This is an optimization exercise on Yosys and OpenROAD, whose aim is small area, not a production implementation. In this exercise RTL edits were held to simulation tests only and were not proved equivalent to the original. The clock port is modelled as an ideal driver; clocking choices that lean on that would not hold on a real chip. Power figures rest on the tool's default switching activity, not on a simulated workload.

==> flow/design.v <==
`timescale 1ns / 1ps
module top(
  input clk,
  input clr,
  input start,
  input day,
  input Wait,
  input display_d,
  input display_w,
  output reg [3:0] an,
  output reg [6:0] seg7,
  output reg over_3_day,
  output reg over_10_day,
  output reg over_10_night,
  output reg dp
);
  reg [4:0] count1;
  reg       ph1;
  wire c1_24 = count1[4] & count1[3];           
  wire tick  = c1_24 & ~ph1;                     
  wire pt1   = ph1 & (count1 == 5'd0);           
  wire pt2   = ph1 & (count1 == 5'd1);           
  always @(posedge clk or posedge clr)
    if (clr) begin count1 <= 0; ph1 <= 0; end
    else if (c1_24) begin count1 <= 0; ph1 <= ~ph1; end
    else count1 <= count1 + 1'b1;
  reg [4:0] z;
  always @(posedge clk or posedge clr)
    if (clr) z <= 5'd4;
    else z <= z + 1'b1;
  wire [1:0] cnt = z[4:3];
  reg op_s, op_w;
  always @(posedge clk or posedge clr)
    if (clr) begin op_s <= 0; op_w <= 0; end
    else if (tick) begin op_s <= start; op_w <= Wait; end
  wire op_clr  = ~op_s;
  wire op_dinc = op_s & ~op_w;
  wire op_winc = op_s & op_w;
  reg [3:0] d0, d1, d2, d3;
  always @(posedge clk or posedge clr)
    if (clr) begin d0 <= 0; d1 <= 0; d2 <= 0; d3 <= 0; end
    else if (tick) begin
      if (!start) begin d0 <= 0; d1 <= 0; d2 <= 0; d3 <= 0; end
      else if (!Wait) begin
        if (d0 == 4'd9) begin
          d0 <= 0;
          if (d1 == 4'd9) begin
            d1 <= 0;
            if (d2 == 4'd9) begin d2 <= 0; d3 <= d3 + 1'b1; end
            else d2 <= d2 + 1'b1;
          end
          else d1 <= d1 + 1'b1;
        end
        else d0 <= d0 + 1'b1;
      end
    end
  wire dhi0  = (d3 == 0) & (d2 == 0);
  wire d_le3  = dhi0 & (d1 == 0) & (d0 <= 4'd3);
  wire d_le10 = dhi0 & ((d1 == 0) | ((d1 == 4'd1) & (d0 == 0)));
  wire d_zero = dhi0 & (d1 == 0) & (d0 == 0);
  reg [6:0] wt;
  reg [3:0] w2, w1, w0;
  wire w_max = (wt == 7'd65) & (w2 == 4'd5) & (w1 == 4'd3) & (w0 == 4'd5);
  always @(posedge clk or posedge clr)
    if (clr) begin wt <= 0; w2 <= 0; w1 <= 0; w0 <= 0; end
    else if (pt2) begin
      if (op_clr | (op_winc & w_max)) begin wt <= 0; w2 <= 0; w1 <= 0; w0 <= 0; end
      else if (op_winc) begin
        if (w0 == 4'd9) begin
          w0 <= 0;
          if (w1 == 4'd9) begin
            w1 <= 0;
            if (w2 == 4'd9) begin w2 <= 0; wt <= wt + 1'b1; end
            else w2 <= w2 + 1'b1;
          end
          else w1 <= w1 + 1'b1;
        end
        else w0 <= w0 + 1'b1;
      end
    end
  wire fz = pt2 ? (op_s & (w0[0] ^ op_w)) : w0[0];
  reg [15:0] fd, fn;
  reg [15:0] dd, dn;
  always @(*) begin
    dd = 16'd0; dn = 16'd0;
    if (pt1 & op_dinc) begin
      if (d_zero) begin dd = 16'd1559; dn = 16'd51087; end
      else begin
        dd = d_le3 ? 16'd0 : d_le10 ? 16'd3 : 16'd4;
        dn = d_le10 ? 16'd4 : 16'd5;
      end
    end
    else if (pt1 & op_winc) begin
      dd = w_max ? 16'h8001 : {15'd0, w0[0]};
      dn = dd;
    end
  end
  always @(posedge clk or posedge clr)
    if (clr) begin fd <= 16'd14; fn <= 16'd17; end
    else if (pt1 & op_clr) begin fd <= 16'd14; fn <= 16'd17; end
    else begin fd <= fd + dd; fn <= fn + dn; end
  reg st_d, day_d;
  always @(posedge clk or posedge clr)
    if (clr) begin st_d <= 0; day_d <= 0; end
    else begin st_d <= start; day_d <= day; end
  wire [15:0] fee = st_d ? (day_d ? fd : fn) : 16'd0;
  always @(posedge clk or posedge clr)
    if (clr) begin over_3_day <= 0; over_10_day <= 0; over_10_night <= 0; end
    else if (start) begin
      over_3_day    <= day & ~d_le3 & d_le10;
      over_10_day   <= day & ~d_le10;
      over_10_night <= ~day & ~d_le10;
    end
  reg [15:0] c1;
  reg [3:0] ca, cb, cc;
  reg [3:0] m_one, m_ten, m_hun;
  always @(posedge clk or posedge clr)
    if (clr) begin
      c1 <= 0; ca <= 0; cb <= 0; cc <= 0;
      m_one <= 0; m_ten <= 0; m_hun <= 0;
    end
    else if (c1 < fee) begin
      c1 <= c1 + 1'b1;
      if (ca == 4'd9) begin
        ca <= 0;
        if (cb == 4'd9) begin
          cb <= 0;
          if (cc == 4'd9) cc <= 0;
          else cc <= cc + 1'b1;
        end
        else cb <= cb + 1'b1;
      end
      else ca <= ca + 1'b1;
    end
    else if (c1 == fee) begin
      m_one <= ca; m_ten <= cb; m_hun <= cc;
    end
    else begin
      c1 <= 0; ca <= 0; cb <= 0; cc <= 0;
    end
  reg [3:0] Num;
  always @(*) begin
    case (cnt)
      2'd0: an = 4'b1110;
      2'd1: an = 4'b1101;
      2'd2: an = 4'b1011;
      default: an = 4'b0111;
    endcase
    dp = 1'b1;
    if (display_d & ~display_w)
      case (cnt)
        2'd0: Num = d0;
        2'd1: Num = d1;
        2'd2: Num = d2;
        default: Num = d3;
      endcase
    else if (~display_d & display_w)
      case (cnt)
        2'd0: Num = w0;
        2'd1: Num = w1;
        2'd2: Num = w2;
        default: Num = wt[3:0];
      endcase
    else begin
      case (cnt)
        2'd0: Num = {1'b0, fz, 1'b0, fz};
        2'd1: Num = m_one;
        2'd2: Num = m_ten;
        default: Num = m_hun;
      endcase
      dp = (cnt != 2'd1);
    end
  end
  always @(*)
    case (Num)
      4'd0: seg7 = 7'b0000001;
      4'd1: seg7 = 7'b1001111;
      4'd2: seg7 = 7'b0010010;
      4'd3: seg7 = 7'b0000110;
      4'd4: seg7 = 7'b1001100;
      4'd5: seg7 = 7'b0100100;
      4'd6: seg7 = 7'b0100000;
      4'd7: seg7 = 7'b0001111;
      4'd8: seg7 = 7'b0000000;
      4'd9: seg7 = 7'b0000100;
      default: seg7 = 7'b1111111;
    endcase
endmodule
==> flow/run.sh <==
#!/bin/bash
# synth_recipe.tcl (not shown) runs the flow's synth.tcl, then flattens the netlist and writes it again
# the make line also repeats each setting of config.mk as NAME=value (left out here)
make -C /OpenROAD-flow-scripts/flow DESIGN_CONFIG=/design/flow/config.mk WORK_HOME=/design/flow/orfs CLKGATE_MAP_FILE= SYNTH_SCRIPT=/design/flow/synth_recipe.tcl finish
==> flow/config.mk <==
export PLATFORM = sky130hd
export DESIGN_NAME = top
export DESIGN_NICKNAME = top
export VERILOG_FILES = /design/flow/design.v
export SDC_FILE = /design/flow/constraint.sdc
export NUM_CORES = 4
export LEC_CHECK = 0
export CAP_MARGIN = 20
export CORE_MARGIN = 2
export CORE_UTILIZATION = 40
export CTS_BUF_LIST = sky130_fd_sc_hd__clkbuf_4
export CTS_CLUSTER_DIAMETER = 100
export CTS_CLUSTER_SIZE = 40
export SLEW_MARGIN = 20
==> flow/constraint.sdc <==
create_clock -name core_clock -period 10.0 [get_ports {clk}]
set_input_delay 2.0000 -clock core_clock [delete_from_list [all_inputs] [get_ports {clk}]]
set_output_delay 2.0000 -clock core_clock [all_outputs]
set_load 0.01 [all_outputs]
==> results.ini, run 1 <==
[final_layout]
register_area_um2=3140
nFillCells=1873
area_delta_synth_final_pct=10.0
multiInputGateArea_um2=4520
layout-drive-gt1-share=0.0993
final_nets=952

[timing]
maxSlewHeadroom=0.383
fin_tns_setup_ns=0
rsz0062_at_grt=no
worst_pin_slew_ns=0.919
fmax_mhz=149
fin_skew_ns=0.0154
final_max_slew_viol_count=0
worst_slack_ns=3.27
post-route-min-period_ns=6.73
hold_viol_final=0
fin_crit_sh=0.673
setup_viol=0

[worst_hold_path]
worstHoldPathCells=1
hp-class=register to register

[floorplanning]
die_y_um=145
die-area_um2=20900
initial_utilization=0.406
die_w_um=145
pin_count=22
rows=51
core_area_um2=19500

[drt]
wire_per_inst_um=14.6
drc=0
ant_nets=0
dr.first_iter.drc_count=393
drt-pass1-iter-count=5
via_count=6174
via_per_inst=5.31
routed_wl_um=17000

[critical_path]
startpoint_type=primary input
worstSetupPathType=primary input to primary output
cp_slowest_cell=clkdlybuf4s50_1
cp_max_fo=7
cp-end-kind=primary output
reg2reg_depth=13
cp.required_ns=8.00
critical_path.cell_chain=clkdlybuf4s50_1 > nand2b_1 > o21ai_0 > a21oi_1 > a2bb2oi_1 > inv_1 > ha_1 > nor2_1 > o21ai_0 > o21a_1 > clkdlybuf4s50_1
arrival_ns=4.73
cpPeakStageDelay_ns=0.56

[global_routing]
grt_use_total=0.174
grt_max_degree=73
grt_pass1_wl_um=28800
first_global_vias=5741
antenna_found_initial=2
grt-ovfl-total=0

[yosys]
synth_area_um2=7910
yosysMostFrequentCell=nand2_1
synthFlopType=dfrtp_1
yosysSeqAreaShare=0.396
synth-seq-cells=125
yosys-top-cells-count=nand2_1 (129), dfrtp_1 (119), nor2_1 (79)
synth_nets=933
ys_warn_count=1
synth_top_area_frac=0.377
synth_cell_types=66
yosys.area.top_type=dfrtp_1
synth_area_leaders=dfrtp_1 (38%), ha_1 (9.5%), nand2_1 (6.1%)
synth.avg_cell_area_um2=9.15
ys_async_sr_fraction=1.00
synth_edf_count=0
netlist_instances=864

[clock_tree]
hold_buffers=0
cts.sinks=125
h-tree-depth=4
cts_resized=0
root_buffer=clkbuf_4
cts_setup_buffers=0
cts_tree=built
clock_latency_ns=0.57
cts-buffers-inserted=17
clockBufferDepth=2
path_clk_slew_ns=0.12

[pwr]
ir_drop_uv=83.7
power_leakage_nw=4.05
p_per_area_nw_per_um2=138

[status]
outcome=timing/DRC/antenna clean

[placed_design]
post-place-ws_ns=3.28
portBuffers=21
gp_congestion=0.833
place_hpwl_um=12100

[run]
drv_cap=0

-- sequential cells by signal, indices dropped and copies added, names as in the netlist, 4 cells and up --
signal and count:
d0 4, ca 4, cb 4, d1 4
fn 16, c1 16, d3 4, m_hun 4
count1 5, w0 4, w2 4, m_one 4
cc 4, m_ten 4, w1 4, wt 7
d2 4, fd 16, z 5
-- through the flow --
stage               utilization  instances  power, mW  hold slack, ns  area, um2
finish                    0.447       1163       1.20           0.455       8700
global route              0.447       1162       1.27           0.478       8700
CTS                       0.447       1161       1.21           0.461       8700
detailed placement        0.430       1129      0.802           0.442       8370
global placement          0.430       1129      0.797           0.443       8370
floorplan                     -        864      0.735           0.422       7910
-- placed cells by master (no fill, tap or decap), types with 17 or more instances in the layout --
cell type and count:
nand2_1 129, dfrtp_1 119, nor2_1 79, ha_1 60, o21ai_0 57, inv_1 38, nand3_1 38, a21oi_1 38
mux2_2 22, xnor2_1 22, a21o_1 21, xor2_1 21, clkdlybuf4s50_1 21, nor2b_1 18, nor3_1 17, clkbuf_4 17
-- routing by layer --
layer  vias to the layer above  track usage  part of all wire
met4                         0       0.0603             0.014
met3                        19       0.0344             0.038
li1                       3084            -                 -
met2                        87        0.257              0.45
met5                         -            0                 0
met1                      2984        0.256              0.50
-- final cells by class --
class	instances	area share
diodes	2	0.000575
clock buffers	17	0.0147
clock inverters	15	0.0226
repair buffers	25	0.0276
multi-input cells	675	0.519
inverters	39	0.0171
flip-flops and latches	125	0.360
well taps	265	0.0381
-- critical path, delay by kind of cell --
kind | cells | cell delay, ns
adder cells (fa/ha/maj) | 1 | 0.23
AO/OA/AOI/OAI | 5 | 0.98
buffers and inverters | 3 | 1.19
AND/OR/NAND/NOR | 2 | 0.32
-- worst paths after layout --
check,slack [ns],endpoint,startpoint
worst max-delay path,3.27,seg7[6],display_d
worst min-delay path,0.45,z[0],z[0]
worst max register to register,5.87,fn[15],d3[0]
worst min register to register,0.45,z[0],z[0]
max in group asynchronous,6.75,c1[6],clr
min in group asynchronous,1.87,over_10_day,clr
-- report_power, final --
group          internal (mW)  switching, mW  leakage, nW
Combinational         0.0806          0.146         2.24
Clock                  0.197          0.212        0.154
Sequential             0.530         0.0332         1.66
Total                  0.808          0.391         4.05
-- cell families after synthesis --
logic type	count (synthesis)	synth area share
xor gates and xnor gates	43	0.0476
muxes	34	0.0592
DFF	125	0.396
buffers and inverters	64	0.0323
and+or+nand+nor	361	0.222
AOI/OAI and AO/OA	175	0.142
adders and majority gates	62	0.100
==> run 2, diff against run 1 <==
--- a/flow/config.mk
+++ b/flow/config.mk
@@ -9,6 +9,3 @@
 export CORE_MARGIN = 2
 export CORE_UTILIZATION = 40
-export CTS_BUF_LIST = sky130_fd_sc_hd__clkbuf_4
-export CTS_CLUSTER_DIAMETER = 100
-export CTS_CLUSTER_SIZE = 40
 export SLEW_MARGIN = 20
==> run 2 against run 1 <==
Effect of this change:
- global-route usage is essentially flat
- area after synthesis is the same
- critical path depth is the same
- critical path type unchanged
- highest routed layer unchanged
==> results.ini, run 2 <==
[status]
outcome=timing/DRC/antenna clean

[floorplanning]
pin_count=22
rows=51
core_area_um2=19500
die_w_um=145
initial_utilization=0.406
die_y_um=145
die-area_um2=20900

[placed_design]
dpl.cell_count=1129
gp_congestion=0.833
portBuffers=21
place_hpwl_um=12100

[yosys]
yosysSeqAreaShare=0.396
synth.avg_cell_area_um2=9.15
yosys.area.top_type=dfrtp_1
synth_nets=933
netlist_instances=864
synth-seq-cells=125
yosys-top-cells-count=nand2_1 (129), dfrtp_1 (119), nor2_1 (79)
synth_area_um2=7910
synth_top_area_frac=0.377
synth_area_leaders=dfrtp_1 (38%), ha_1 (9.5%), nand2_1 (6.1%)
yosysMostFrequentCell=nand2_1
synth_cell_types=66
synth_edf_count=0
synthFlopType=dfrtp_1
ys_async_sr_fraction=1.00
ys_warn_count=1

[critical_path]
reg2reg_depth=13
critical_path.cell_chain=clkdlybuf4s50_1 > nand2b_1 > o21ai_0 > a21oi_1 > a2bb2oi_1 > inv_1 > ha_1 > nor2_1 > o21ai_0 > o21a_1 > clkdlybuf4s50_1
reg2reg_from=d3[0]
cp.required_ns=8.00
cp-end-kind=primary output
rrSetupSlack_ns=5.91
worstSetupPathType=primary input to primary output
startpoint_type=primary input
cp_max_fo=7
worstReg2RegEnd=fn[15]
arrival_ns=4.71
cp_slowest_cell=clkdlybuf4s50_1
cpPeakStageDelay_ns=0.56

[drt]
via_per_inst=5.27
drc=0
routed_wl_um=16900
wire_per_inst_um=14.6
drt-pass1-iter-count=5
ant_nets=0
dr.first_iter.drc_count=377
via_count=6122

[clock_tree]
cts_resized=0
cts-buffers-inserted=17
cts.sinks=125
cts_setup_buffers=0
hold_buffers=0
h-tree-depth=4
cts_tree=built
clockBufferDepth=2
path_clk_slew_ns=0.06
clock_latency_ns=0.42
root_buffer=clkbuf_16

[timing]
worst_pin_slew_ns=0.911
fin_tns_setup_ns=0
rsz0062_at_grt=no
fin_skew_ns=0.00963
post-route-min-period_ns=6.71
hold_viol_final=0
fin_crit_sh=0.671
hold_slack_ns=0.446
maxSlewHeadroom=0.389
setup_viol=0
final_max_slew_viol_count=0
fmax_mhz=149

[worst_hold_path]
worstHoldPathCells=1
hold_start=z[0]
hold_path_end=z[0]
hp-class=register to register

[pwr]
power_leakage_nw=4.19
total_power_mw=1.46
ir_drop_uv=116
p_per_area_nw_per_um2=162

[final_layout]
area_delta_synth_final_pct=13.9
final_common_cell=nand2_1
layout-drive-gt1-share=0.100
final_nets=952
stdcell_count=1162
layout_common_cells=nand2_1 (129), dfrtp_1 (119), nor2_1 (79)
reg_top3=c1 (16), fd (16), fn (16)

[global_routing]
antenna_found_initial=1
grt_max_degree=73
first_global_vias=5730
grt-ovfl-total=0
grt_use_total=0.175
grt_pass1_wl_um=28800

[run]
drv_cap=0

## run 2: cell types whose count changed in the layout (fill, tap and decap cells not counted)
cell / delta
clkbuf_4: -17
clkbuf_8: +1
clkinv_1: -1
diode_2: -1
clkbuf_16: +17
## run 2: how the worst max path moves through the flow
stage                          from       to  depth (start not counted)
after floorplan           display_d  seg7[5]                          7
after global placement    display_d  seg7[5]                          9
after detailed placement  display_d  seg7[5]                          9
after CTS                 display_d  seg7[5]                          9
after global routing      display_d  seg7[6]                         11
final                     display_d  seg7[6]                         11
## run 2: layer usage
metal	share of wire	wire length (um)	track usage
met3	0.030	511	0.0351
met1	0.51	8640	0.255
met5	0	0	0
met2	0.44	7520	0.256
met4	0.016	269	0.0639
## run 2: area by class of cell
class | count | area (um2)
Multi-Input combinational cell | 675 | 4520
Timing Repair Buffer | 25 | 240
Sequential cell | 125 | 3140
Antenna cell | 1 | 2.50
Fill cell | 1831 | 10500
Clock inverter | 14 | 193
Clock buffer | 18 | 439
Inverter | 39 | 149
Tap cell | 265 | 332
## run 2: cells by family after synthesis
logic type                 Yosys count  share of synthesized area
DFF                                125                      0.396
muxes                               34                     0.0592
and+or+nand+nor                    361                      0.222
AOI/OAI and AO/OA                  175                      0.142
adders and majority gates           62                      0.100
buffers and inverters               64                     0.0323
xor gates and xnor gates            43                     0.0476
## run 2: report_power, final
part / switching [mW] / total, mW / internal, mW / leakage [nW]
Sequential: 0.0336 / 0.565 / 0.531 / 1.66
Combinational: 0.147 / 0.227 / 0.0807 / 2.24
Clock: 0.241 / 0.665 / 0.423 / 0.291
Total: 0.422 / 1.46 / 1.04 / 4.19
## run 2: per-stage QoR
stage,util,cell area [um2],worst slack (ns)
2_1_floorplan,-,7910,4.56
3_5_place_dp,0.430,8370,3.28
5_1_grt,0.463,9010,3.03
6_report,0.463,9010,3.29
3_3_place_gp,0.430,8370,3.38
4_1_cts,0.463,9010,3.30
## run 2: critical path: cells and delay by family
family                     cells  cell delay, ns
and+or+nand+nor                2            0.32
buffers and inverters          3            1.19
AOI/OAI and AO/OA              5            0.97
adders and majority gates      1            0.23
==> run 3, diff against run 2 <==
==> flow/flow/run.sh (new file) <==
#!/bin/bash
# Standard layout (the standard.sh, standard synthesis), with these changes:
# port buffers use the smallest buffer cell, clock tree synthesis inserts no
# dummy loads, and after global routing non-critical gates are downsized
# (ORFS's power recovery). Each tool's full output goes to the ORFS logs;
# make's own output goes to flow_make.log in this folder.
set -euo pipefail
CTS="-sink_clustering_enable -repair_clock_nets -dont_use_dummy_load"
CTS="$CTS -buf_list sky130_fd_sc_hd__clkbuf_4 -sink_clustering_size 40 -sink_clustering_max_diameter 100"
bash standard.sh "CTS_ARGS=$CTS" "BUFFER_PORTS_ARGS=-buffer_cell sky130_fd_sc_hd__buf_1" \
  RECOVER_POWER=100 finish > flow_make.log 2>&1
==> flow/standard.sh (new file) <==
#!/bin/bash
# synth_recipe.tcl (not shown) runs the flow's synth.tcl, then flattens the netlist and writes it again
# the make line also repeats each setting of config.mk as NAME=value (left out here)
make -C /OpenROAD-flow-scripts/flow DESIGN_CONFIG=/design/flow/config.mk WORK_HOME=/design/flow/orfs CLKGATE_MAP_FILE= SYNTH_SCRIPT=/design/flow/synth_recipe.tcl "${@:-finish}"
--- a/flow/config.mk
+++ b/flow/config.mk
@@ -8,4 +8,4 @@
 export CAP_MARGIN = 20
 export CORE_MARGIN = 2
-export CORE_UTILIZATION = 40
+export CORE_UTILIZATION = 65
 export SLEW_MARGIN = 20
removed: flow/run.sh
==> run 3 against run 2 <==
Effect of this change:
- largest cell class unchanged
- clock-buffer cell count is 1 lower
- highest routed layer unchanged
- via count rose by 3.5%
- sequential share of layout area increased by 3.6 points
- first-iteration DRC count up 36%
- non-clock buffer count did not move
- largest power group is now sequential cells
- die area shrank 38%
- final cell count down 12%
- clock power is 65% lower
- flip-flop and latch count did not move
- now fails the layout checks on max-capacitance violations, max-slew violations
==> results.ini, run 3 <==
[clock_tree]
h-tree-depth=4
cts.sinks=125
cts_setup_buffers=0
clockBufferDepth=2
clock_latency_ns=0.56
cts_resized=0
path_clk_slew_ns=0.11
hold_buffers=0
root_buffer=clkbuf_4
cts-buffers-inserted=17
cts_tree=built

[final_layout]
reg_top3=c1 (16), fd (16), fn (16)
n_antenna_cell=0
final_common_cell=nand2_1
nFillCells=979
register_area_um2=3140
area_delta_synth_final_pct=3.31
layout-drive-gt1-share=0.0772
layout_common_cells=nand2_1 (129), dfrtp_1 (119), nor2_1 (79)
multiInputGateArea_um2=4470
stdcell_count=1028
final_nets=952

[yosys]
synthFlopType=dfrtp_1
synth_area_um2=7910
synth_edf_count=0
synth_top_area_frac=0.377
yosysSeqAreaShare=0.396
synth_area_leaders=dfrtp_1 (38%), ha_1 (9.5%), nand2_1 (6.1%)
yosysMostFrequentCell=nand2_1
synth_cell_types=66
synth.avg_cell_area_um2=9.15
synth_nets=933
yosys-top-cells-count=nand2_1 (129), dfrtp_1 (119), nor2_1 (79)
ys_warn_count=1
ys_async_sr_fraction=1.00
yosys.area.top_type=dfrtp_1
synth-seq-cells=125
netlist_instances=864

[critical_path]
worstReg2RegEnd=fn[15]
worstSetupPathType=primary input to async pin
cp-end-kind=async pin
cp_max_fo=77
arrival_ns=6.25
cp.required_ns=9.72
reg2reg_from=count1[3]
reg2reg_depth=11
rrSetupSlack_ns=3.70
startpoint_type=primary input

[drt]
routed_wl_um=17400
drt-pass1-iter-count=5
dr.first_iter.drc_count=514
wire_per_inst_um=17.0
via_per_inst=6.17
via_count=6339
ant_nets=0
drc=0

[placed_design]
post-place-ws_ns=4.00
portBuffers=21
dpl.cell_count=1011
gp_congestion=0.912
place_hpwl_um=12700

[floorplanning]
die-area_um2=13100
core_area_um2=12000
initial_utilization=0.661
rows=40
die_w_um=114
pin_count=22
die_y_um=114

[status]
violations=max-capacitance violations, max-slew violations
outcome=failed layout checks

[timing]
fin_tns_setup_ns=0
setup_viol=0
fmax_mhz=153
post-route-min-period_ns=6.53
fin_skew_ns=0.0265
fin_crit_sh=0.653
final_max_slew_viol_count=160
rsz0062_at_grt=no
worst_pin_slew_ns=3.98
hold_viol_final=0
worst_slack_ns=3.47
maxSlewHeadroom=-1.65

[global_routing]
grt-ovfl-total=0
grt_pass1_wl_um=29700
grt_max_degree=78
first_global_vias=6152
grt_use_total=0.287
antenna_found_initial=0

[pwr]
p_per_area_nw_per_um2=124
total_power_mw=1.01
ir_drop_uv=105
power_leakage_nw=3.89

[worst_hold_path]
hold_path_end=z[0]
hold_start=z[0]
hp-class=register to register
worstHoldPathCells=1

[run]
drv_cap=4

[run 3: cell types whose count changed in the layout (fill, tap and decap cells not counted), sizes merged]
| cell | change |
|---|---|
| bufinv | -4 |
| inv | -2 |
| clkdlybuf4s50 | -21 |
| diode | -1 |
| clkinv | -3 |
| buf | +15 |
| clkbuf | +5 |
| clkinvlp | -5 |
[run 3: how the worst max path moves through the flow]
stage / start / endpoint / cells after the start
2_1_floorplan: display_d / seg7[5] / 7
3_3_place_gp: display_d / seg7[5] / 9
3_5_place_dp: display_d / seg7[6] / 11
4_1_cts: display_d / seg7[6] / 11
5_1_grt: clr / w1[3] / 3
6_report: clr / w1[2] / 3
[run 3: per-stage QoR]
step | area [um2] | hold slack (ns) | utilization
floorplan | 7910 | 0.422 | -
global placement | 8100 | 0.436 | 0.677
detailed placement | 8100 | 0.440 | 0.677
CTS | 8220 | 0.456 | 0.687
global route | 8170 | 0.487 | 0.683
finish | 8170 | 0.458 | 0.683
[run 3: area by class of cell]
class                      count  share of cell area
clock buffer                  17              0.0156
sequential                   125               0.384
multi-input combinational    675               0.548
inverter                      39              0.0181
tap                          147              0.0225
timing repair buffer          25              0.0124
[run 3: logic make-up after synthesis]
group | share of synthesized area
compound gates | 0.142
xor+xnor | 0.0476
fa+ha+maj | 0.100
buf+inv | 0.0323
flops | 0.396
mux | 0.0592
simple gates | 0.222
[run 3: layer usage]
layer  global-route usage  part of all wire  vias up
li1                     -                 -     3060
met1                0.406              0.47     3086
met2                0.446              0.47      161
met3               0.0593             0.045       32
met4               0.0943             0.017        0
met5                    0                 0        -
[run 3: where the power goes]
part	switching, mW	internal [mW]
logic	0.144	0.0684
registers	0.0322	0.530
clock network	0.159	0.0773
[run 3: critical path, cell delays in order]
cell and delay (ns):
buf_1 0.08, clkinvlp_2 1.24, clkbuf_1 2.87
==> run 4, diff against run 3 <==
==> flow/flow/run.sh (replaced) <==
#!/bin/bash
# Standard layout (the standard.sh, standard synthesis), with two changes:
# port buffers use the smallest buffer cell, and clock tree synthesis inserts
# no dummy loads. Each tool's full output goes to the ORFS logs; make's own
# output goes to flow_make.log in this folder.
set -euo pipefail
CTS="-sink_clustering_enable -repair_clock_nets -dont_use_dummy_load"
CTS="$CTS -buf_list sky130_fd_sc_hd__clkbuf_4 -sink_clustering_size 40 -sink_clustering_max_diameter 100"
bash standard.sh "CTS_ARGS=$CTS" "BUFFER_PORTS_ARGS=-buffer_cell sky130_fd_sc_hd__buf_1" finish > flow_make.log 2>&1
==> run 4 against run 3 <==
Effect of this change:
- the run now finishes clean
- area after synthesis unchanged
- setup slack improved by 0.47 ns
- clock power barely moved
- total power grew 0.38%
- clock-buffer cell count did not move
- sequential share of layout area shrank 0.26 points
- non-clock buffer count unchanged
- global-route usage is the same
==> results.ini, run 4 <==
[drt]
drc=0
dr.first_iter.drc_count=523
drt-pass1-iter-count=6
wire_per_inst_um=16.9
ant_nets=0
routed_wl_um=17400
via_count=6341
via_per_inst=6.17

[timing]
hold_slack_ns=0.457
maxSlewHeadroom=0.353
worst_slack_ns=3.94
worst_pin_slew_ns=0.963
final_max_slew_viol_count=0
fin_crit_sh=0.606
fin_skew_ns=0.0276
fin_tns_setup_ns=0
post-route-min-period_ns=6.06
rsz0062_at_grt=no
fmax_mhz=165
setup_viol=0
hold_viol_final=0

[clock_tree]
cts-buffers-inserted=17
cts_resized=0
root_buffer=clkbuf_4
cts_setup_buffers=0
cts_tree=built
clockBufferDepth=2
hold_buffers=0
path_clk_slew_ns=0.11
h-tree-depth=4
clock_latency_ns=0.55
cts.sinks=125

[yosys]
synthFlopType=dfrtp_1
yosys-top-cells-count=nand2_1 (129), dfrtp_1 (119), nor2_1 (79)
netlist_instances=864
synth_cell_types=66
synth-seq-cells=125
ys_async_sr_fraction=1.00
yosysSeqAreaShare=0.396
yosys.area.top_type=dfrtp_1
synth_area_leaders=dfrtp_1 (38%), ha_1 (9.5%), nand2_1 (6.1%)
synth.avg_cell_area_um2=9.15
synth_area_um2=7910
synth_nets=933
yosysMostFrequentCell=nand2_1
synth_edf_count=0
synth_top_area_frac=0.377
ys_warn_count=1

[pwr]
p_per_area_nw_per_um2=123
total_power_mw=1.02
power_leakage_nw=3.92
ir_drop_uv=106

[final_layout]
stdcell_count=1028
n_antenna_cell=0
layout_common_cells=nand2_1 (128), dfrtp_1 (119), nor2_1 (79)
final_common_cell=nand2_1
area_delta_synth_final_pct=4.00
layout-drive-gt1-share=0.0863
reg_top3=c1 (16), fd (16), fn (16)
final_nets=952
nFillCells=970

[global_routing]
grt_pass1_wl_um=29700
antenna_found_initial=0
grt_max_degree=78
grt_use_total=0.287
first_global_vias=6152
grt-ovfl-total=0

[critical_path]
crit_family=compound AO/OA/AOI/OAI gates
rrSetupSlack_ns=5.76
cp_slowest_cell=a2bb2oi_1
cpPeakStageDelay_ns=0.49
reg2reg_from=d3[0]
worstReg2RegEnd=fn[15]
cp_max_fo=7
startpoint_type=primary input
arrival_ns=4.06
worstSetupPathType=primary input to primary output
reg2reg_depth=13
crit_buf_inv=3
critical_path.cell_chain=buf_1 > nand2b_1 > o21ai_0 > a21oi_1 > a2bb2oi_1 > inv_1 > ha_1 > nor2_1 > o21ai_0 > o21a_1 > buf_1
cp-end-kind=primary output
cp.required_ns=8.00

[worst_hold_path]
hold_path_end=z[0]
hold_start=z[0]
hp-class=register to register
worstHoldPathCells=1

[floorplanning]
die_w_um=114
initial_utilization=0.661
pin_count=22
die_y_um=114
core_area_um2=12000
die-area_um2=13100
rows=40

[placed_design]
gp_congestion=0.912
dpl.cell_count=1011
place_hpwl_um=12700
post-place-ws_ns=4.00
portBuffers=21

[run]
drv_cap=0

[status]
outcome=timing/DRC/antenna clean

## run 4: cell type report
type / count / area [um2] / share of cell area
Multi-Input combinational cell: 675 / 4520 / 0.550
Inverter: 39 / 149 / 0.0181
Sequential cell: 125 / 3140 / 0.381
Tap cell: 147 / 184 / 0.0224
Clock buffer: 17 / 128 / 0.0155
Timing Repair Buffer: 25 / 109 / 0.0132
## run 4: logic make-up (layout without fill, tap and decap cells)
logic type | after synthesis | after routing | synth area share
AND/OR/NAND/NOR | 361 | 361 | 0.222
AO/OA/AOI/OAI | 175 | 175 | 0.142
flip-flops | 125 | 125 | 0.396
buffers and inverters | 64 | 81 | 0.0323
adder cells (fa/ha/maj) | 62 | 62 | 0.100
XOR/XNOR | 43 | 43 | 0.0476
multiplexers | 34 | 34 | 0.0592
## run 4: metrics by stage
step / util / cell area, um2
3_5_place_dp: 0.677 / 8100
3_3_place_gp: 0.677 / 8100
6_report: 0.688 / 8230
5_1_grt: 0.688 / 8230
4_1_cts: 0.687 / 8220
2_1_floorplan: - / 7910
## run 4: worst max-delay path by stage
| stage | from | to | slack (ns) | cells after the start |
|---|---|---|---|---|
| after floorplan | display_d | seg7[5] | 4.56 | 7 |
| after global placement | display_d | seg7[5] | 4.21 | 9 |
| after detailed placement | display_d | seg7[6] | 4.00 | 11 |
| after CTS | display_d | seg7[6] | 4.00 | 11 |
| after global routing | display_d | seg7[6] | 3.65 | 11 |
| final | display_d | seg7[6] | 3.94 | 11 |
## run 4: per-layer routing
| layer | wire [um] | up-vias | GRT usage |
|---|---|---|---|
| met2 | 8130 | 133 | 0.446 |
| met1 | 8140 | 3108 | 0.406 |
| li1 | - | 3065 | - |
| met3 | 774 | 35 | 0.0593 |
| met4 | 346 | 0 | 0.0943 |
| met5 | 0 | - | 0 |
## run 4: worst reg2reg max path, cell delays in order, from the launching register on
cell     delay [ns]
dfrtp_1        0.43
inv_1          0.12
ha_1           0.15
nor4b_1        0.23
nand4_1        0.32
nor4_4         0.88
ha_1           0.40
a211o_1        0.28
a21oi_1        0.32
o21ai_0        0.15
a21oi_1        0.32
nor2_1         0.11
or3_1          0.31
a21oi_1        0.15
## run 4: power by group
group | internal, mW | switching (mW)
Combinational | 0.0699 | 0.146
Clock | 0.0773 | 0.160
Sequential | 0.530 | 0.0322
Total | 0.677 | 0.338
==> run 5, diff against run 4 <==
--- a/flow/design.v
+++ b/flow/design.v
@@ -15,4 +15,15 @@
   output reg dp
 );
+  function [4:0] bcd_inc(input [3:0] a, input e);
+    reg c0;
+    begin
+      c0 = e & a[0];
+      bcd_inc = {c0 & a[3],
+                 a[3] ^ (c0 & (a[3] | (a[1] & a[2]))),
+                 a[2] ^ (c0 & a[1]),
+                 a[1] ^ (c0 & ~a[3]),
+                 a[0] ^ e};
+    end
+  endfunction
   reg [4:0] count1;
   reg       ph1;
@@ -38,44 +49,32 @@
   wire op_winc = op_s & op_w;
   reg [3:0] d0, d1, d2, d3;
+  wire d_clr = tick & ~start;
+  wire d_inc = tick & start & ~Wait;
+  wire [4:0] d0n = bcd_inc(d0, d_inc);
+  wire [4:0] d1n = bcd_inc(d1, d0n[4]);
+  wire [4:0] d2n = bcd_inc(d2, d1n[4]);
   always @(posedge clk or posedge clr)
     if (clr) begin d0 <= 0; d1 <= 0; d2 <= 0; d3 <= 0; end
-    else if (tick) begin
-      if (!start) begin d0 <= 0; d1 <= 0; d2 <= 0; d3 <= 0; end
-      else if (!Wait) begin
-        if (d0 == 4'd9) begin
-          d0 <= 0;
-          if (d1 == 4'd9) begin
-            d1 <= 0;
-            if (d2 == 4'd9) begin d2 <= 0; d3 <= d3 + 1'b1; end
-            else d2 <= d2 + 1'b1;
-          end
-          else d1 <= d1 + 1'b1;
-        end
-        else d0 <= d0 + 1'b1;
-      end
+    else if (d_clr) begin d0 <= 0; d1 <= 0; d2 <= 0; d3 <= 0; end
+    else begin
+      d0 <= d0n[3:0]; d1 <= d1n[3:0]; d2 <= d2n[3:0]; d3 <= d3 + d2n[4];
     end
-  wire dhi0  = (d3 == 0) & (d2 == 0);
-  wire d_le3  = dhi0 & (d1 == 0) & (d0 <= 4'd3);
+  wire dhi0   = (d3 == 0) & (d2 == 0);
+  wire d_le3  = dhi0 & (d1 == 0) & ~d0[3] & ~d0[2];
   wire d_le10 = dhi0 & ((d1 == 0) | ((d1 == 4'd1) & (d0 == 0)));
   wire d_zero = dhi0 & (d1 == 0) & (d0 == 0);
   reg [6:0] wt;
   reg [3:0] w2, w1, w0;
-  wire w_max = (wt == 7'd65) & (w2 == 4'd5) & (w1 == 4'd3) & (w0 == 4'd5);
+  wire w_max = wt[6] & wt[0] & w2[2] & w2[0] & w1[1] & w1[0] & w0[2] & w0[0];
+  wire w_clr = pt2 & (op_clr | (op_winc & w_max));
+  wire w_inc = pt2 & op_winc;
+  wire [4:0] w0n = bcd_inc(w0, w_inc);
+  wire [4:0] w1n = bcd_inc(w1, w0n[4]);
+  wire [4:0] w2n = bcd_inc(w2, w1n[4]);
   always @(posedge clk or posedge clr)
     if (clr) begin wt <= 0; w2 <= 0; w1 <= 0; w0 <= 0; end
-    else if (pt2) begin
-      if (op_clr | (op_winc & w_max)) begin wt <= 0; w2 <= 0; w1 <= 0; w0 <= 0; end
-      else if (op_winc) begin
-        if (w0 == 4'd9) begin
-          w0 <= 0;
-          if (w1 == 4'd9) begin
-            w1 <= 0;
-            if (w2 == 4'd9) begin w2 <= 0; wt <= wt + 1'b1; end
-            else w2 <= w2 + 1'b1;
-          end
-          else w1 <= w1 + 1'b1;
-        end
-        else w0 <= w0 + 1'b1;
-      end
+    else if (w_clr) begin wt <= 0; w2 <= 0; w1 <= 0; w0 <= 0; end
+    else begin
+      w0 <= w0n[3:0]; w1 <= w1n[3:0]; w2 <= w2n[3:0]; wt <= wt + w2n[4];
     end
   wire fz = pt2 ? (op_s & (w0[0] ^ op_w)) : w0[0];
@@ -115,28 +114,19 @@
   reg [3:0] ca, cb, cc;
   reg [3:0] m_one, m_ten, m_hun;
+  wire c_lt = c1 < fee;
+  wire c_eq = c1 == fee;
+  wire [4:0] can = bcd_inc(ca, c_lt);
+  wire [4:0] cbn = bcd_inc(cb, can[4]);
+  wire [4:0] ccn = bcd_inc(cc, cbn[4]);
   always @(posedge clk or posedge clr)
-    if (clr) begin
-      c1 <= 0; ca <= 0; cb <= 0; cc <= 0;
-      m_one <= 0; m_ten <= 0; m_hun <= 0;
+    if (clr) begin c1 <= 0; ca <= 0; cb <= 0; cc <= 0; end
+    else if (~c_lt & ~c_eq) begin c1 <= 0; ca <= 0; cb <= 0; cc <= 0; end
+    else begin
+      c1 <= c1 + c_lt;
+      ca <= can[3:0]; cb <= cbn[3:0]; cc <= ccn[3:0];
     end
-    else if (c1 < fee) begin
-      c1 <= c1 + 1'b1;
-      if (ca == 4'd9) begin
-        ca <= 0;
-        if (cb == 4'd9) begin
-          cb <= 0;
-          if (cc == 4'd9) cc <= 0;
-          else cc <= cc + 1'b1;
-        end
-        else cb <= cb + 1'b1;
-      end
-      else ca <= ca + 1'b1;
-    end
-    else if (c1 == fee) begin
-      m_one <= ca; m_ten <= cb; m_hun <= cc;
-    end
-    else begin
-      c1 <= 0; ca <= 0; cb <= 0; cc <= 0;
-    end
+  always @(posedge clk or posedge clr)
+    if (clr) begin m_one <= 0; m_ten <= 0; m_hun <= 0; end
+    else if (c_eq) begin m_one <= ca; m_ten <= cb; m_hun <= cc; end
   reg [3:0] Num;
   always @(*) begin
==> run 5 against run 4 <==
Effect of this change:
- critical endpoint is now seg7[0]
- still clean on timing, DRC and antenna
- setup slack worse by 0.19 ns
- clock-buffer cell count is the same
- area after synthesis shrank 8.1%
- final cell count down 14%
- register-to-register slack got worse by 0.22 ns
- via count down 18%
- sequential share of layout area is 3.1 points higher
- first-iteration DRC count fell by 15%
- flip-flop and latch count is the same
- largest power group unchanged
- wire length decreased by 16%
==> results.ini, run 5 <==
[status]
outcome=timing/DRC/antenna clean

[floorplanning]
die-area_um2=12000
core_area_um2=10900
pin_count=22
initial_utilization=0.668
die_w_um=110
die_y_um=110
rows=38

[yosys]
synth_area_um2=7270
synth_edf_count=0
yosysSeqAreaShare=0.431
synth_nets=789
yosysMostFrequentCell=dfrtp_1
synth_cell_types=58
yosys-top-cells-count=dfrtp_1 (119), nor2_1 (77), nand2_1 (61)
synth_top_area_frac=0.410
ys_warn_count=1
yosys.area.top_type=dfrtp_1
synthFlopType=dfrtp_1
ys_async_sr_fraction=1.00
netlist_instances=724
synth_area_leaders=dfrtp_1 (41%), ha_1 (9.6%), mux2_2 (5.7%)
synth-seq-cells=125
synth.avg_cell_area_um2=10.0

[global_routing]
grt_use_total=0.267
grt-ovfl-total=0
grt_max_degree=72
grt_pass1_wl_um=24700
antenna_found_initial=0
first_global_vias=5220

[critical_path]
cp-end-kind=primary output
cp.required_ns=8.00
arrival_ns=4.25
critical_path.cell_chain=buf_1 > nand2b_1 > and2_1 > a311oi_2 > mux2_2 > a21oi_1 > buf_1
cpPeakStageDelay_ns=0.75
cp_max_fo=11
reg2reg_from=ph1
crit_top_cell=buf_1
worstSetupPathType=primary input to primary output
worstReg2RegEnd=fn[15]
startpoint_type=primary input
crit_buf_inv=2
rrSetupSlack_ns=5.54
crit_family=compound AO/OA/AOI/OAI gates
cp_slowest_cell=a311oi_2
reg2reg_depth=12

[timing]
fin_skew_ns=0.0280
rsz0062_at_grt=no
hold_viol_final=0
fin_tns_setup_ns=0
hold_slack_ns=0.455
setup_viol=0
maxSlewHeadroom=0.315
post-route-min-period_ns=6.25
worst_pin_slew_ns=1.03
fin_crit_sh=0.625
fmax_mhz=160
final_max_slew_viol_count=0

[drt]
wire_per_inst_um=16.6
drc=0
via_count=5173
via_per_inst=5.85
routed_wl_um=14700
dr.first_iter.drc_count=445
drt-pass1-iter-count=5
ant_nets=0

[final_layout]
layout_common_cells=dfrtp_1 (119), nor2_1 (77), nand2_1 (61)
area_delta_synth_final_pct=4.59
final_common_cell=dfrtp_1
fin_util=0.698
reg_top3=c1 (16), fd (16), fn (16)
final_nets=811
n_antenna_cell=0
layout-drive-gt1-share=0.109

[placed_design]
place_hpwl_um=10500
portBuffers=21
gp_congestion=0.843

[run]
drv_cap=0

[clock_tree]
clockBufferDepth=2
clock_latency_ns=0.52
path_clk_slew_ns=0.08
cts.sinks=125
hold_buffers=0
h-tree-depth=4
cts_tree=built
cts_setup_buffers=0
root_buffer=clkbuf_4
cts_resized=0
cts-buffers-inserted=17

[worst_hold_path]
hold_start=z[0]
hold_path_end=z[0]
hp-class=register to register
worstHoldPathCells=1

[pwr]
p_per_area_nw_per_um2=126
power_leakage_nw=3.72
ir_drop_uv=117

[run 5: changes by cell type after synthesis, moves of 8 or more]
cell,change
o21ai_0,-32
xnor2_1,+8
nand2_1,-68
nand3_1,-13
nor2b_1,+18
nor3_1,-8
xor2_1,+11
buf_2,-9
inv_1,-13
mux2_2,+15
a21o_1,-13
[run 5: layout make-up]
class / instances / area (um2)
multi-input cells: 552 / 3970
fillers: 853 / 3280
flip-flops and latches: 125 / 3140
well taps: 140 / 175
clock buffers: 17 / 128
repair buffers: 24 / 101
inverters: 26 / 100
[run 5: worst max path at each step]
stage          startpoint      end  cells past startpoint
2_1_floorplan   display_d  seg7[2]                      9
3_5_place_dp    display_d  seg7[0]                      7
4_1_cts         display_d  seg7[0]                      7
3_3_place_gp    display_d  seg7[0]                      7
6_report        display_d  seg7[0]                      7
5_1_grt         display_d  seg7[0]                      7
[run 5: cell families after synthesis]
kind of cell / Yosys count / synth area share
AO/OA/AOI/OAI: 100 / 0.0847
flip-flops: 125 / 0.431
multiplexers: 51 / 0.0876
adder cells (fa/ha/maj): 58 / 0.102
AND/OR/NAND/NOR: 280 / 0.191
buffers and inverters: 47 / 0.0260
XOR/XNOR: 63 / 0.0780
[run 5: metrics by stage]
stage          std cells  setup WS [ns]  instance area (um2)  total power, mW
3_5_place_dp         867           3.81                 7470            0.730
6_report             884           3.75                 7600            0.955
2_1_floorplan        724           4.18                 7270            0.691
5_1_grt              884           3.62                 7600             1.01
4_1_cts              884           3.81                 7600            0.963
3_3_place_gp         867           3.98                 7470            0.723
[run 5: where the power goes]
group          switching, mW  internal [mW]  total (mW)
logic                 0.0963         0.0695       0.166
clock network          0.156         0.0777       0.233
registers             0.0241          0.531       0.555
[run 5: routing by layer]
layer  vias up  part of all wire  global-route usage
li1       2529                 -                   -
met1      2516              0.45               0.344
met4         0             0.024               0.100
met2       102              0.49               0.442
met3        26             0.034              0.0611
met5         -                 0                   0
[run 5: worst reg2reg max path: stages (launching register included)]
cell and delay [ns]:
dfrtp_1 0.45, or3b_1 0.52, nor3_1 0.45, nand2_1 0.21, or4_1 0.58, inv_1 0.43
ha_1 0.35, a211o_1 0.26, a21oi_1 0.37, o211ai_1 0.13, a21oi_1 0.21, xor3_1 0.33
nor2_1 0.08
==> run 6, diff against run 5 <==
--- a/flow/design.v
+++ b/flow/design.v
@@ -80,17 +80,21 @@
   wire fz = pt2 ? (op_s & (w0[0] ^ op_w)) : w0[0];
   reg [15:0] fd, fn;
-  reg [15:0] dd, dn;
+  wire ud = pt1 & op_dinc, uw = pt1 & op_winc;
+  wire dwr = ud & d_zero;             
+  wire wwr = uw & w_max;              
+  wire [2:0] sd = dwr ? 3'd7 : ud ? (d_le3 ? 3'd0 : d_le10 ? 3'd3 : 3'd4) : {2'b0, uw & (w0[0] | w_max)};
+  wire [2:0] sn = dwr ? 3'd7 : ud ? (d_le10 ? 3'd4 : 3'd5) : {2'b0, uw & (w0[0] | w_max)};
+  wire [15:0] kd = {wwr, 4'b0, dwr, dwr, 4'b0, dwr, 1'b0, sd};
+  wire [15:0] kn = {wwr | dwr, dwr, 3'b0, dwr, dwr, dwr, dwr, 3'b0, dwr, sn};
+  reg [16:0] cd, cn;
+  reg [15:0] sdd, snn;
+  integer i;
   always @(*) begin
-    dd = 16'd0; dn = 16'd0;
-    if (pt1 & op_dinc) begin
-      if (d_zero) begin dd = 16'd1559; dn = 16'd51087; end
-      else begin
-        dd = d_le3 ? 16'd0 : d_le10 ? 16'd3 : 16'd4;
-        dn = d_le10 ? 16'd4 : 16'd5;
-      end
-    end
-    else if (pt1 & op_winc) begin
-      dd = w_max ? 16'h8001 : {15'd0, w0[0]};
-      dn = dd;
+    cd[0] = 1'b0; cn[0] = 1'b0;
+    for (i = 0; i < 16; i = i + 1) begin
+      sdd[i] = fd[i] ^ kd[i] ^ cd[i];
+      cd[i+1] = (fd[i] & kd[i]) | (cd[i] & (fd[i] ^ kd[i]));
+      snn[i] = fn[i] ^ kn[i] ^ cn[i];
+      cn[i+1] = (fn[i] & kn[i]) | (cn[i] & (fn[i] ^ kn[i]));
     end
   end
@@ -98,10 +102,10 @@
     if (clr) begin fd <= 16'd14; fn <= 16'd17; end
     else if (pt1 & op_clr) begin fd <= 16'd14; fn <= 16'd17; end
-    else begin fd <= fd + dd; fn <= fn + dn; end
+    else begin fd <= sdd; fn <= snn; end
   reg st_d, day_d;
   always @(posedge clk or posedge clr)
     if (clr) begin st_d <= 0; day_d <= 0; end
     else begin st_d <= start; day_d <= day; end
-  wire [15:0] fee = st_d ? (day_d ? fd : fn) : 16'd0;
+  wire [15:0] fsel = day_d ? fd : fn;
   always @(posedge clk or posedge clr)
     if (clr) begin over_3_day <= 0; over_10_day <= 0; over_10_night <= 0; end
@@ -114,6 +118,6 @@
   reg [3:0] ca, cb, cc;
   reg [3:0] m_one, m_ten, m_hun;
-  wire c_lt = c1 < fee;
-  wire c_eq = c1 == fee;
+  wire c_lt = st_d & (c1 < fsel);
+  wire c_eq = st_d ? (c1 == fsel) : (c1 == 16'd0);
   wire [4:0] can = bcd_inc(ca, c_lt);
   wire [4:0] cbn = bcd_inc(cb, can[4]);
--- a/flow/flow/run.sh
+++ b/flow/flow/run.sh
@@ -6,4 +6,4 @@
 set -euo pipefail
 CTS="-sink_clustering_enable -repair_clock_nets -dont_use_dummy_load"
-CTS="$CTS -buf_list sky130_fd_sc_hd__clkbuf_4 -sink_clustering_size 40 -sink_clustering_max_diameter 100"
+CTS="$CTS -buf_list sky130_fd_sc_hd__clkbuf_8 -sink_clustering_size 20 -sink_clustering_max_diameter 80"
 bash standard.sh "CTS_ARGS=$CTS" "BUFFER_PORTS_ARGS=-buffer_cell sky130_fd_sc_hd__buf_1" finish > flow_make.log 2>&1
==> run 6 against run 5 <==
Effect of this change:
- maximum frequency down 5.8%
- final cell count down 8.4%
- sequential power shrank 2%
- via count shrank 11%
- total power up 1.8%
- sequential share of layout area is 0.82 points higher
- first-iteration DRC count is 45% lower
- non-clock buffer count increased by 1
- synthesized cell count decreased by 10%
- area after synthesis fell by 3.3%
- critical path type is now register to register
- largest power group unchanged
==> results.ini, run 6 <==
[yosys]
synth_nets=726
yosys-top-cells-count=dfrtp_1 (119), nor2_1 (73), ha_1 (58)
ys_async_sr_fraction=1.00
yosysMostFrequentCell=dfrtp_1
synth_edf_count=0
synth-seq-cells=125
synth_area_um2=7030
synth_cell_types=56
yosys.area.top_type=dfrtp_1
ys_warn_count=1
synth.avg_cell_area_um2=10.8
synth_compound_area_frac=0.0614
synth_xor_area_frac=0.0598
synth_top_family_by_area=simple AND/OR/NAND/NOR gates
yosys.area_share.simple=0.182
synth_area_leaders=dfrtp_1 (42%), ha_1 (10%), nor2_1 (3.9%)
netlist_instances=648
yosysSeqAreaShare=0.446
synth_mux_area_frac=0.0819
synth-adder-area-share=0.140
synth_top_area_frac=0.424
synthFlopType=dfrtp_1

[critical_path]
cp.required_ns=10.35
crit_start=count1[0]
reg2reg_depth=29
reg2reg_from=count1[0]
endpoint=fn[15]
cpPeakStageDelay_ns=0.41
cp_max_fo=9
cp.depth=29
crit_family=adder cells
worstSetupPathType=register to register
arrival_ns=6.99
crit_buf_inv=6
cp-end-kind=register
worstReg2RegEnd=fn[15]
startpoint_type=register
cp_slowest_cell=dfrtp_1
rrSetupSlack_ns=3.36

[floorplanning]
die_y_um=108
die-area_um2=11700
rows=37
die_w_um=108
pin_count=22
core_area_um2=10400
initial_utilization=0.675

[drt]
via_per_inst=5.69
dr.first_iter.drc_count=243
via_count=4610
ant_nets=0
drt-pass1-iter-count=5
wire_per_inst_um=16.5
drc=0
routed_wl_um=13400

[pwr]
p_clk_frac=0.323
power_leakage_nw=3.73
p_per_area_nw_per_um2=130
internal_power_uw=721
combinationalPowerShare=0.119
pwr-share-seq=0.557
ir_drop_uv=92.1
switching_share=0.258
power_switching_uw=251

[timing]
final_max_slew_viol_count=0
hold_viol_final=0
maxSlewHeadroom=0.393
rsz0062_at_grt=no
worst_pin_slew_ns=0.911
setup_viol=0
fin_crit_sh=0.664
fmax_mhz=151
fin_tns_setup_ns=0
fin_skew_ns=0.0243
post-route-min-period_ns=6.64

[clock_tree]
root_buffer=clkbuf_8
cts.sinks=125
clock_latency_ns=0.45
cts_setup_buffers=0
clockBufferDepth=2
hold_buffers=0
cts-buffers-inserted=17
h-tree-depth=4
cts_tree=built
cts_resized=0
path_clk_slew_ns=0.06

[global_routing]
grt_use_total=0.256
grt-ovfl-total=0
grt_pass1_wl_um=22800
grt_max_degree=67
antenna_found_initial=0
first_global_vias=4619

[final_layout]
reg_top3=c1 (16), fd (16), fn (16)
n_antenna_cell=0
fin_util=0.716
nFillCells=777
final_common_cell=dfrtp_1
area_delta_synth_final_pct=6.09
layout_common_cells=dfrtp_1 (119), nor2_1 (73), ha_1 (58)
final_nets=754
layout-drive-gt1-share=0.0964

[placed_design]
gp_congestion=0.821
place_hpwl_um=9660
portBuffers=21

[run]
drv_cap=0

[worst_hold_path]
hp-class=register to register

[status]
outcome=timing/DRC/antenna clean

## run 6: changes by cell type after synthesis, sizes merged, moves of 15 or more
cell,previous run,this run
a21oi,35,20
and2,12,31
mux2,38,23
nand2,61,32
## run 6: worst register-to-register path: cells and delay by family (launching register included)
family                     cells  cell delay [ns]
adders and majority gates     16             4.11
xor gates and xnor gates       1             0.15
and+or+nand+nor                4             0.98
buffers and inverters          6             0.64
AOI/OAI and AO/OA              2             0.28
DFF                            1             0.41
## run 6: worst min-delay path by stage
stage          from   end  slack, ns  depth (start not counted)
6_report       z[0]  z[0]       0.47                          1
5_1_grt        z[0]  z[0]       0.48                          1
4_1_cts        z[0]  z[0]       0.47                          1
3_5_place_dp   z[0]  z[0]       0.46                          1
3_3_place_gp   z[0]  z[0]       0.44                          1
2_1_floorplan  z[0]  z[0]       0.42                          1
## run 6: area by class of cell
class | instances | area (um2) | area share
well taps | 136 | 170 | 0.0228
flip-flops and latches | 125 | 3140 | 0.420
repair buffers | 25 | 109 | 0.0146
clock buffers | 17 | 234 | 0.0314
inverters | 30 | 115 | 0.0154
multi-input cells | 477 | 3690 | 0.495
## run 6: per-stage QoR
step | hold WS [ns] | setup WS [ns] | power (mW) | std cells | area, um2
after floorplan | 0.421 | 3.84 | 0.636 | 648 | 7030
after global placement | 0.442 | 3.58 | 0.664 | 793 | 7220
after detailed placement | 0.460 | 3.38 | 0.667 | 793 | 7220
after CTS | 0.469 | 3.34 | 0.983 | 810 | 7460
after global routing | 0.476 | 2.90 | 1.02 | 810 | 7460
final | 0.470 | 3.36 | 0.972 | 810 | 7460
## run 6: metal layers
metal  vias to the layer above  GRT usage  routed length (um)
met3                        20     0.0579                 534
met2                        99      0.398                6340
met5                         -          0                   0
met4                         0     0.0916                 236
li1                       2248          -                   -
met1                      2243      0.356                6270
## run 6: power groups by stage
stage                     logic, mW  registers [mW]  clock network [mW]
after global placement        0.113           0.551                   0
after CTS                     0.118           0.542               0.324
after global routing          0.131           0.544               0.343
after detailed placement      0.117           0.551                   0
after floorplan              0.0931           0.543                   0
final                         0.116           0.542               0.314
## run 6: cells by family (layout without fill, tap and decap cells)
group / after synthesis / after routing
AO/OA/AOI/OAI: 64 / 64
buffers and inverters: 46 / 72
adder cells (fa/ha/maj): 71 / 71
multiplexers: 46 / 46
AND/OR/NAND/NOR: 248 / 248
flip-flops: 125 / 125
XOR/XNOR: 48 / 48
==> run 7, diff against run 6 <==
--- a/flow/flow/run.sh
+++ b/flow/flow/run.sh
@@ -6,4 +6,4 @@
 set -euo pipefail
 CTS="-sink_clustering_enable -repair_clock_nets -dont_use_dummy_load"
-CTS="$CTS -buf_list sky130_fd_sc_hd__clkbuf_8 -sink_clustering_size 20 -sink_clustering_max_diameter 80"
+CTS="$CTS -buf_list {sky130_fd_sc_hd__clkbuf_4 sky130_fd_sc_hd__clkbuf_8}"
 bash standard.sh "CTS_ARGS=$CTS" "BUFFER_PORTS_ARGS=-buffer_cell sky130_fd_sc_hd__buf_1" finish > flow_make.log 2>&1
==> run 7 against run 6 <==
Effect of this change:
- combinational power about the same
- sequential share of layout area unchanged
- setup slack unchanged
- final cell count unchanged
- clock power about the same
- hold slack unchanged
- synthesized cell count unchanged
- maximum frequency unchanged
- sequential power about the same
- wire length unchanged
- non-clock buffer count unchanged
- largest power group unchanged
==> results.ini, run 7 <==
[critical_path]
cp.required_ns=10.35
cp-end-kind=register
cpPeakStageDelay_ns=0.41
cp_slowest_cell=dfrtp_1
startpoint_type=register
worstSetupPathType=register to register
cp_max_fo=9
arrival_ns=6.99

[pwr]
switching_share=0.258
p_per_area_nw_per_um2=130
ir_drop_uv=92.1
power_switching_uw=251
pwr-share-seq=0.557
combinationalPowerShare=0.119
total_power_uw=972
internal_power_uw=721
power_leakage_nw=3.73
p_clk_frac=0.323

[clock_tree]
path_clk_slew_ns=0.06
cts_resized=0
clock_latency_ns=0.45
clockBufferDepth=2
root_buffer=clkbuf_8
cts.sinks=125
cts-buffers-inserted=17
cts_setup_buffers=0
hold_buffers=0
cts_tree=built
h-tree-depth=4

[yosys]
yosys-top-cells-count=dfrtp_1 (119), nor2_1 (73), ha_1 (58)
yosysSeqAreaShare=0.446
synth_nets=726
synth-seq-cells=125
yosys.area.top_type=dfrtp_1
ys_async_sr_fraction=1.00
ys_warn_count=1
synth.avg_cell_area_um2=10.8
synth_area_um2=7030
synth_top_area_frac=0.424
synth_cell_types=56
synth_area_leaders=dfrtp_1 (42%), ha_1 (10%), nor2_1 (3.9%)
yosysMostFrequentCell=dfrtp_1
synth_edf_count=0
synthFlopType=dfrtp_1
netlist_instances=648

[drt]
via_count=4610
via_per_inst=5.69
drt-pass1-iter-count=5
drc=0
wire_per_inst_um=16.5
dr.first_iter.drc_count=243
ant_nets=0
routed_wl_um=13400

[timing]
worst_slack_ns=3.36
setup_viol=0
fin_crit_sh=0.664
fin_tns_setup_ns=0
fin_skew_ns=0.0243
fmax_mhz=151
rsz0062_at_grt=no
final_max_slew_viol_count=0
maxSlewHeadroom=0.393
worst_pin_slew_ns=0.911
hold_viol_final=0
post-route-min-period_ns=6.64

[final_layout]
fin_util=0.716
final_nets=754
final_common_cell=dfrtp_1
n_antenna_cell=0
reg_top3=c1 (16), fd (16), fn (16)
layout_common_cells=dfrtp_1 (119), nor2_1 (73), ha_1 (58)
layout-drive-gt1-share=0.0964
area_delta_synth_final_pct=6.09

[floorplanning]
pin_count=22
initial_utilization=0.675
die_w_um=108
die_y_um=108
rows=37
core_area_um2=10400
die-area_um2=11700

[placed_design]
place_hpwl_um=9660
post-place-ws_ns=3.38
portBuffers=21
gp_congestion=0.821

[global_routing]
grt_max_degree=67
grt_use_total=0.256
first_global_vias=4619
grt-ovfl-total=0
antenna_found_initial=0
grt_pass1_wl_um=22800

[worst_hold_path]
hp-class=register to register

[run]
drv_cap=0

[status]
outcome=timing/DRC/antenna clean

-- run 7: cell counts after synthesis --
Identical to the previous run, type by type.
-- run 7: kinds of logic after synthesis --
family	count (synthesis)	share of synthesized area
mux	46	0.0819
buf+inv	46	0.0285
compound gates	64	0.0614
flops	125	0.446
xor+xnor	48	0.0598
fa+ha+maj	71	0.140
simple gates	248	0.182
-- run 7: worst max-delay path, delay by kind of cell (launching register included) --
family	cells	cell delay (ns)
xor+xnor	1	0.15
fa+ha+maj	16	4.10
compound gates	2	0.28
flops	1	0.41
simple gates	4	0.98
buf+inv	6	0.64
-- run 7: worst paths after layout --
kind	start	endpoint	slack, ns	cells after the start
hold / removal	z[0]	z[0]	0.47	1
max in group asynchronous	clr	d3[1]	7.03	3
setup reg to reg	count1[0]	fn[15]	3.36	29
setup / recovery	count1[0]	fn[15]	3.36	29
hold reg to reg	z[0]	z[0]	0.47	1
min in group asynchronous	clr	c1[10]	1.68	2
-- run 7: per-stage QoR --
| step | hold WS, ns | std cells | cell area (um2) |
|---|---|---|---|
| after floorplan | 0.421 | 648 | 7030 |
| after global placement | 0.442 | 793 | 7220 |
| after detailed placement | 0.460 | 793 | 7220 |
| after CTS | 0.469 | 810 | 7460 |
| after global routing | 0.476 | 810 | 7460 |
| final | 0.470 | 810 | 7460 |
-- run 7: layer usage --
| metal | up-vias | routed length, um | global-route usage |
|---|---|---|---|
| met5 | - | 0 | 0 |
| met4 | 0 | 236 | 0.0916 |
| met3 | 20 | 534 | 0.0579 |
| met2 | 99 | 6340 | 0.398 |
| met1 | 2243 | 6270 | 0.356 |
| li1 | 2248 | - | - |
-- run 7: power groups by stage --
| stage | sequential, mW | clock, mW | combinational [mW] |
|---|---|---|---|
| after floorplan | 0.543 | 0 | 0.0931 |
| after global placement | 0.551 | 0 | 0.113 |
| after detailed placement | 0.551 | 0 | 0.117 |
| after CTS | 0.542 | 0.324 | 0.118 |
| after global routing | 0.544 | 0.343 | 0.131 |
| final | 0.542 | 0.314 | 0.116 |
-- run 7: area by class of cell --
class	instances	area, um2
clock buffer	17	234
multi-input combinational	477	3690
timing repair buffer	25	109
inverter	30	115
fill	777	2960
tap	136	170
sequential	125	3140
==> run 8, diff against run 7 <==
==> flow/flow/run.sh (replaced) <==
#!/bin/bash
# Standard layout (the standard.sh, standard synthesis), with these changes:
# port buffers use the smallest buffer cell; clock tree synthesis uses
# clkbuf_4 and no dummy loads, and afterwards (flow/post_cts.tcl) upsizes the
# clock buffers that drive 10 or more clock pins. Each tool's full output goes
# to the ORFS logs; make's own output goes to flow_make.log in this folder.
set -euo pipefail
CTS="-sink_clustering_enable -repair_clock_nets -dont_use_dummy_load"
CTS="$CTS -buf_list sky130_fd_sc_hd__clkbuf_4 -sink_clustering_size 40 -sink_clustering_max_diameter 100"
bash standard.sh "CTS_ARGS=$CTS" "BUFFER_PORTS_ARGS=-buffer_cell sky130_fd_sc_hd__buf_1" \
  "POST_CTS_TCL=$PWD/flow/post_cts.tcl" finish > flow_make.log 2>&1
==> flow/flow/post_cts.tcl (new file) <==
set block [ord::get_db_block]
set changed 0
foreach inst [$block getInsts] {
  if {[[$inst getMaster] getName] ne "sky130_fd_sc_hd__clkbuf_4"} { continue }
  foreach it [$inst getITerms] {
    if {![$it isOutputSignal]} { continue }
    set net [$it getNet]
    if {$net eq "NULL"} { continue }
    set fo [expr {[llength [$net getITerms]] - 1}]
    if {$fo >= 10} {
      puts "post_cts: [$inst getName] drives $fo pins, upsized to clkbuf_8"
      replace_cell [$inst getName] sky130_fd_sc_hd__clkbuf_8
      incr changed
    }
  }
}
if {$changed > 0} {
  detailed_placement
  check_placement -verbose
}
--- a/flow/config.mk
+++ b/flow/config.mk
@@ -8,4 +8,4 @@
 export CAP_MARGIN = 20
 export CORE_MARGIN = 2
-export CORE_UTILIZATION = 65
+export CORE_UTILIZATION = 80
 export SLEW_MARGIN = 20
==> run 8 against run 7 <==
Effect of this change:
- utilization rose by 13 points
- still clean
- register-to-register slack got worse by 0.07 ns
- area after synthesis unchanged
- flip-flop and latch count stayed put
- hold slack got worse by 0.0051 ns
==> results.ini, run 8 <==
[yosys]
ys_warn_count=1
synth_nets=726
synth_cell_types=56
synth-seq-cells=125
synth_area_um2=7030
ys_async_sr_fraction=1.00
yosys.area.top_type=dfrtp_1
yosysMostFrequentCell=dfrtp_1
yosysSeqAreaShare=0.446
synth.avg_cell_area_um2=10.8
synthFlopType=dfrtp_1
netlist_instances=648
synth_top_area_frac=0.424
synth_area_leaders=dfrtp_1 (42%), ha_1 (10%), nor2_1 (3.9%)
yosys-top-cells-count=dfrtp_1 (119), nor2_1 (73), ha_1 (58)
synth_edf_count=0

[final_layout]
layout_common_cells=dfrtp_1 (119), nor2_1 (73), ha_1 (58)
reg_top3=c1 (16), fd (16), fn (16)
layout-drive-gt1-share=0.0964
final_common_cell=dfrtp_1
nFillCells=485
n_antenna_cell=0
area_delta_synth_final_pct=4.43
fin_util=0.850
final_nets=754

[critical_path]
cp-end-kind=register
arrival_ns=7.06
startpoint_type=register
rrSetupSlack_ns=3.29
worstSetupPathType=register to register
cp_max_fo=9
crit_buf_inv=6
crit_family=adder cells
cpPeakStageDelay_ns=0.42
cp_slowest_cell=dfrtp_1
cp.required_ns=10.34

[worst_hold_path]
hp-class=register to register

[floorplanning]
core_area_um2=8640
die_w_um=97.7
die_y_um=97.7
die-area_um2=9550
initial_utilization=0.814
pin_count=22
rows=34

[status]
outcome=timing/DRC/antenna clean

[global_routing]
grt_use_total=0.312
grt-ovfl-total=0
grt_max_degree=69
first_global_vias=5026
grt_pass1_wl_um=23500
antenna_found_initial=0

[timing]
maxSlewHeadroom=0.409
hold_slack_ns=0.465
final_max_slew_viol_count=0
rsz0062_at_grt=no
fin_skew_ns=0.0408
fmax_mhz=149
setup_viol=0
post-route-min-period_ns=6.71
fin_crit_sh=0.671
fin_tns_setup_ns=0
worst_pin_slew_ns=0.887
hold_viol_final=0

[run]
drv_cap=0

[pwr]
ir_drop_uv=85.6
power_leakage_nw=3.70
p_per_area_nw_per_um2=125

[placed_design]
gp_congestion=0.886
portBuffers=21
place_hpwl_um=9840

[drt]
ant_nets=0
via_count=4799
wire_per_inst_um=17.5
dr.first_iter.drc_count=276
routed_wl_um=13600
drc=0
via_per_inst=6.14
drt-pass1-iter-count=5

[clock_tree]
cts_tree=built
clock_latency_ns=0.42
path_clk_slew_ns=0.09
cts.sinks=125

## run 8: cell counts after synthesis
Identical to the previous run, type by type.
## run 8: final cells by class
class	instances	area, um2	area share
sequential	125	3140	0.427
tap	108	135	0.0184
timing repair buffer	25	109	0.0148
clock buffer	17	153	0.0208
multi-input combinational	477	3690	0.503
inverter	30	115	0.0157
## run 8: metrics by stage
stage	cells	setup WS [ns]	total power, mW	area [um2]
2_1_floorplan	648	3.84	0.636	7030
3_3_place_gp	765	3.58	0.662	7190
6_report	782	3.29	0.915	7340
5_1_grt	782	2.87	0.954	7340
3_5_place_dp	765	3.32	0.666	7190
## run 8: final timing paths
kind / cells after the start / endpoint / from
worst max-delay path: 29 / fn[15] / count1[0]
worst min-delay path: 1 / z[0] / z[0]
worst max register to register: 29 / fn[15] / count1[0]
worst min register to register: 1 / z[0] / z[0]
max in group asynchronous: 3 / d3[1] / clr
min in group asynchronous: 2 / wt[2] / clr
## run 8: cells by family after synthesis
kind of cell | after synthesis | share of synthesized area
DFF | 125 | 0.446
xor gates and xnor gates | 48 | 0.0598
muxes | 46 | 0.0819
adders and majority gates | 71 | 0.140
buffers and inverters | 46 | 0.0285
and+or+nand+nor | 248 | 0.182
AOI/OAI and AO/OA | 64 | 0.0614
## run 8: routing by layer
| metal | vias up | wire length [um] | global-route usage |
|---|---|---|---|
| li1 | 2264 | - | - |
| met1 | 2364 | 5640 | 0.387 |
| met2 | 135 | 7100 | 0.544 |
| met3 | 36 | 579 | 0.0687 |
| met4 | 0 | 333 | 0.111 |
| met5 | - | 0 | 0 |
## run 8: report_power, final
part	internal, mW	switching, mW	leakage, nW
clock	0.0958	0.161	0.0886
combinational	0.0483	0.0687	1.93
sequential	0.523	0.0182	1.68
total	0.667	0.248	3.70

==> what the ideal ports hide <==
Ports are ideal in the flow. The routed layouts listed here were re-timed in OpenROAD. Step 1: set_driving_cell puts a clkbuf_16 on clk and a buf_2 on each other input, an assumption about the parent block. Step 2 times the ports against the registers' clock, not the clock port: input delays grow and output delays shrink by t, the midpoint of the rising clock arrivals with the driver on. Three values: ideal, step 1, step 2; two values: the first two.
| run | t, ns | setup WS [ns] | slew at the worst register clock pin (ns) |
|---|---|---|---|
| run 1 | 0.599 | 3.274 / 3.234 / 3.234 | 0.12 / 0.12 |
| run 2 | 0.462 | 3.293 / 3.254 / 3.254 | 0.06 / 0.06 |
| run 3 | 0.579 | 3.470 / 3.484 / 2.905 | 0.11 / 0.11 |
| run 4 | 0.573 | 3.938 / 3.905 / 3.905 | 0.11 / 0.11 |
| run 5 | 0.534 | 3.747 / 3.710 / 3.710 | 0.11 / 0.11 |
| run 6 | 0.472 | 3.360 / 3.360 / 3.360 | 0.08 / 0.08 |
| run 7 | 0.472 | 3.360 / 3.360 / 3.360 | 0.08 / 0.08 |
| run 8 | 0.441 | 3.285 / 3.285 / 3.285 | 0.11 / 0.11 |
The setup slack of run 3, which loses most, moves by +0.014 ns with the drivers and by -0.565 ns with both steps. The worst setup slack also covers recovery checks on asynchronous resets.
